What follows belongs to an exercise in optimizing a design on an open flow for small area; a production flow would make more cautious choices. Only simulation tests tie the RTL to the original design; equivalence was not proved. No activity file was given, so power comes from the tool's default toggle rates.

Design BCD_Up_Down_Counter_top, start of the top module:
module BCD_Up_Down_Counter_top(
    input clk,
    input reset,
    input load,
    input [3:0] in,
    input [2:0] sel,
    input [4:0] speed,
    input upDown,
    input en,
    output [7:0] AN,
    output reg [6:0] a_to_g,
    output DP
);
Size: ~350 cells after synthesis, roughly 52 flip-flops, roughly 2900 sq um of cells after synthesis.
==> flow/config.mk <==
export PLATFORM = sky130hd
export DESIGN_NAME = BCD_Up_Down_Counter_top
export DESIGN_NICKNAME = BCD_Up_Down_Counter_top
export VERILOG_FILES = /design/flow/design.v
export SDC_FILE = /design/flow/constraint.sdc
export NUM_CORES = 4
export LEC_CHECK = 0
export CAP_MARGIN = 20
export CORE_MARGIN = 2
export CORE_UTILIZATION = 60
export GPL_TIMING_DRIVEN = 0
export SLEW_MARGIN = 20
==> flow/constraint.sdc <==
create_clock -name core_clock -period 10.0 [get_ports {clk}]
set_input_delay 2.0000 -clock core_clock [delete_from_list [all_inputs] [get_ports {clk}]]
set_output_delay 2.0000 -clock core_clock [all_outputs]
set_load 0.01 [all_outputs]
standard.sh (not shown) runs the stock make flow with config.mk's settings and CLKGATE_MAP_FILE= SYNTH_SCRIPT=/design/flow/synth_recipe.tcl, a recipe that flattens the netlist after the stock synthesis.
==> flow/flow/run.sh <==
#!/bin/bash
# Own layout flow: the standard layout (standard.sh), with two changes:
#  - synthesis maps logic with an area-oriented ABC script (flow/abc_area.script)
#    instead of ORFS's delay-driven one; registers are mapped as before;
#  - the port buffers are the smallest buffer, sky130_fd_sc_hd__buf_1.
# Each tool's output goes to the logs ORFS writes under orfs/logs; make's own
# output goes to flow_make.log in the work folder.
set -euo pipefail
W=$(cd "$(dirname "$0")/.." && pwd)
cd "$W"
cat > "$W/own_synth.tcl" <<EOT
proc abc {args} {
  set i [lsearch -exact \$args -script]
  if {\$i >= 0} { lset args [expr {\$i + 1}] $W/flow/abc_area.script }
  yosys abc {*}\$args
}
source $W/synth_recipe.tcl
EOT
bash "$W/standard.sh" SYNTH_SCRIPT="$W/own_synth.tcl" \
  "BUFFER_PORTS_ARGS=-buffer_cell sky130_fd_sc_hd__buf_1" \
  "CTS_ARGS=-sink_clustering_enable -repair_clock_nets -dont_use_dummy_load -sink_clustering_size 60 -sink_clustering_max_diameter 1000 -buf_list sky130_fd_sc_hd__clkbuf_8" \
  finish > "$W/flow_make.log" 2>&1
==> flow/flow/abc_area.script <==
strash
balance -l
rewrite -l
refactor -l
balance -l
rewrite -l
rewrite -z -l
balance -l
refactor -z -l
rewrite -z -l
balance -l
dch -f
amap
topo
Edit:
--- a/flow/flow/run.sh
+++ b/flow/flow/run.sh
@@ -19,4 +19,3 @@
 bash "$W/standard.sh" SYNTH_SCRIPT="$W/own_synth.tcl" \
   "BUFFER_PORTS_ARGS=-buffer_cell sky130_fd_sc_hd__buf_1" \
-  "CTS_ARGS=-sink_clustering_enable -repair_clock_nets -dont_use_dummy_load -sink_clustering_size 60 -sink_clustering_max_diameter 1000 -buf_list sky130_fd_sc_hd__clkbuf_8" \
   finish > "$W/flow_make.log" 2>&1
- CORE_UTILIZATION: 60 -> 40
- GPL_TIMING_DRIVEN: 0 -> not set
=> The new run ran to the end with no violations; design area climbs by a few percent; synthesized area does not change; wire length grows by a few percent; sequential cell count does not change; final cell count grows by roughly a tenth; clock skew fell by 10 ps; power is higher by a few percent; setup slack gains 320 ps; utilization is lower by 20 points; worst hold slack is about the same.
Edit:
==> flow/run.sh (new file) <==
#!/bin/bash
# synth_recipe.tcl (not shown) runs the flow's synth.tcl, then flattens the netlist and writes it again
# the make line also repeats each setting of config.mk as NAME=value (left out here)
make -C /OpenROAD-flow-scripts/flow DESIGN_CONFIG=/design/flow/config.mk WORK_HOME=/design/flow/orfs CLKGATE_MAP_FILE= SYNTH_SCRIPT=/design/flow/synth_recipe.tcl finish
- ABC_AREA: not set -> 1
removed: flow/flow/run.sh
removed: flow/flow/abc_area.script
removed: flow/standard.sh
The new run finished clean.
Register-to-register slack is better by 2900 ps.
Sequential share of layout area decreases by 4.9 points.
Hold slack stays flat.
Wire length increases by about 6.5%.
Setup slack is better by 2600 ps.
Edit:
==> flow/flow/run.sh (new file) <==
#!/bin/bash
# Own layout flow: the standard layout (standard.sh), with two changes:
#  - synthesis maps logic with an area-oriented ABC script (flow/abc_area.script)
#    instead of ORFS's delay-driven one; registers are mapped as before;
#  - the port buffers are the smallest buffer, sky130_fd_sc_hd__buf_1.
# Each tool's output goes to the logs ORFS writes under orfs/logs; make's own
# output goes to flow_make.log in the work folder.
set -euo pipefail
W=$(cd "$(dirname "$0")/.." && pwd)
cd "$W"
cat > "$W/own_synth.tcl" <<EOT
proc abc {args} {
  set i [lsearch -exact \$args -script]
  if {\$i >= 0} { lset args [expr {\$i + 1}] $W/flow/abc_area.script }
  yosys abc {*}\$args
}
source $W/synth_recipe.tcl
EOT
bash "$W/standard.sh" SYNTH_SCRIPT="$W/own_synth.tcl" \
  "BUFFER_PORTS_ARGS=-buffer_cell sky130_fd_sc_hd__buf_1" \
  "CTS_ARGS=-sink_clustering_enable -repair_clock_nets -dont_use_dummy_load -sink_clustering_size 60 -sink_clustering_max_diameter 1000 -buf_list sky130_fd_sc_hd__clkbuf_16" \
  finish > "$W/flow_make.log" 2>&1
==> flow/flow/abc_area.script (new file) <==
strash
balance -l
rewrite -l
refactor -l
balance -l
rewrite -l
rewrite -z -l
balance -l
refactor -z -l
rewrite -z -l
balance -l
dch -f
amap
topo
==> flow/standard.sh (new file) <==
#!/bin/bash
# synth_recipe.tcl (not shown) runs the flow's synth.tcl, then flattens the netlist and writes it again
# the make line also repeats each setting of config.mk as NAME=value (left out here)
make -C /OpenROAD-flow-scripts/flow DESIGN_CONFIG=/design/flow/config.mk WORK_HOME=/design/flow/orfs CLKGATE_MAP_FILE= SYNTH_SCRIPT=/design/flow/synth_recipe.tcl "${@:-finish}"
- ABC_AREA: 1 -> not set
- GPL_TIMING_DRIVEN: not set -> 0
removed: flow/run.sh
Result: Via count is lower by a few percent. Routed wire length is lower by a few percent. Utilization is lower by 0.43 points. Global-route usage is higher by 0.35 points. Final cell count is lower by roughly a tenth. Clock skew hardly moves. Critical path depth is higher by 5. Die area is lower by roughly a tenth. Cell area is lower by roughly a tenth. Total power is lower by a few percent.

==> port drivers added, routing unchanged <==
The flow's constraints put no driver on any port. The routed layouts listed below were extracted and timed again, unchanged, in two steps.
Step 1 sets driving cells, clkbuf_16 on the clock port and buf_2 on the other inputs (assumed; they add their load-dependent delay and slew).
Step 2 adds t to the input delays and takes it off the output delays; t is the mean of the earliest and latest rising clock arrival at the registers after step 1. Input paths then give back, and output paths get back, about the clock's delay inside the block.
Three values: ideal ports, drivers, drivers and shift; two values: the first two.
run	t, ns	setup slack, ns	slew at the worst register clock pin (ns)
the first run	0.333	2.594 / 2.605 / 2.272	0.10 / 0.10
the second run	0.338	2.910 / 2.920 / 2.582	0.10 / 0.10
the third run	0.334	5.506 / 5.513 / 5.179	0.10 / 0.10
the fourth run	0.322	2.577 / 2.591 / 2.269	0.07 / 0.07
After both steps setup and hold are still met in every run listed. The setup slack of the second run, which loses most, moves by +0.010 ns with the drivers and by -0.328 ns with both steps.
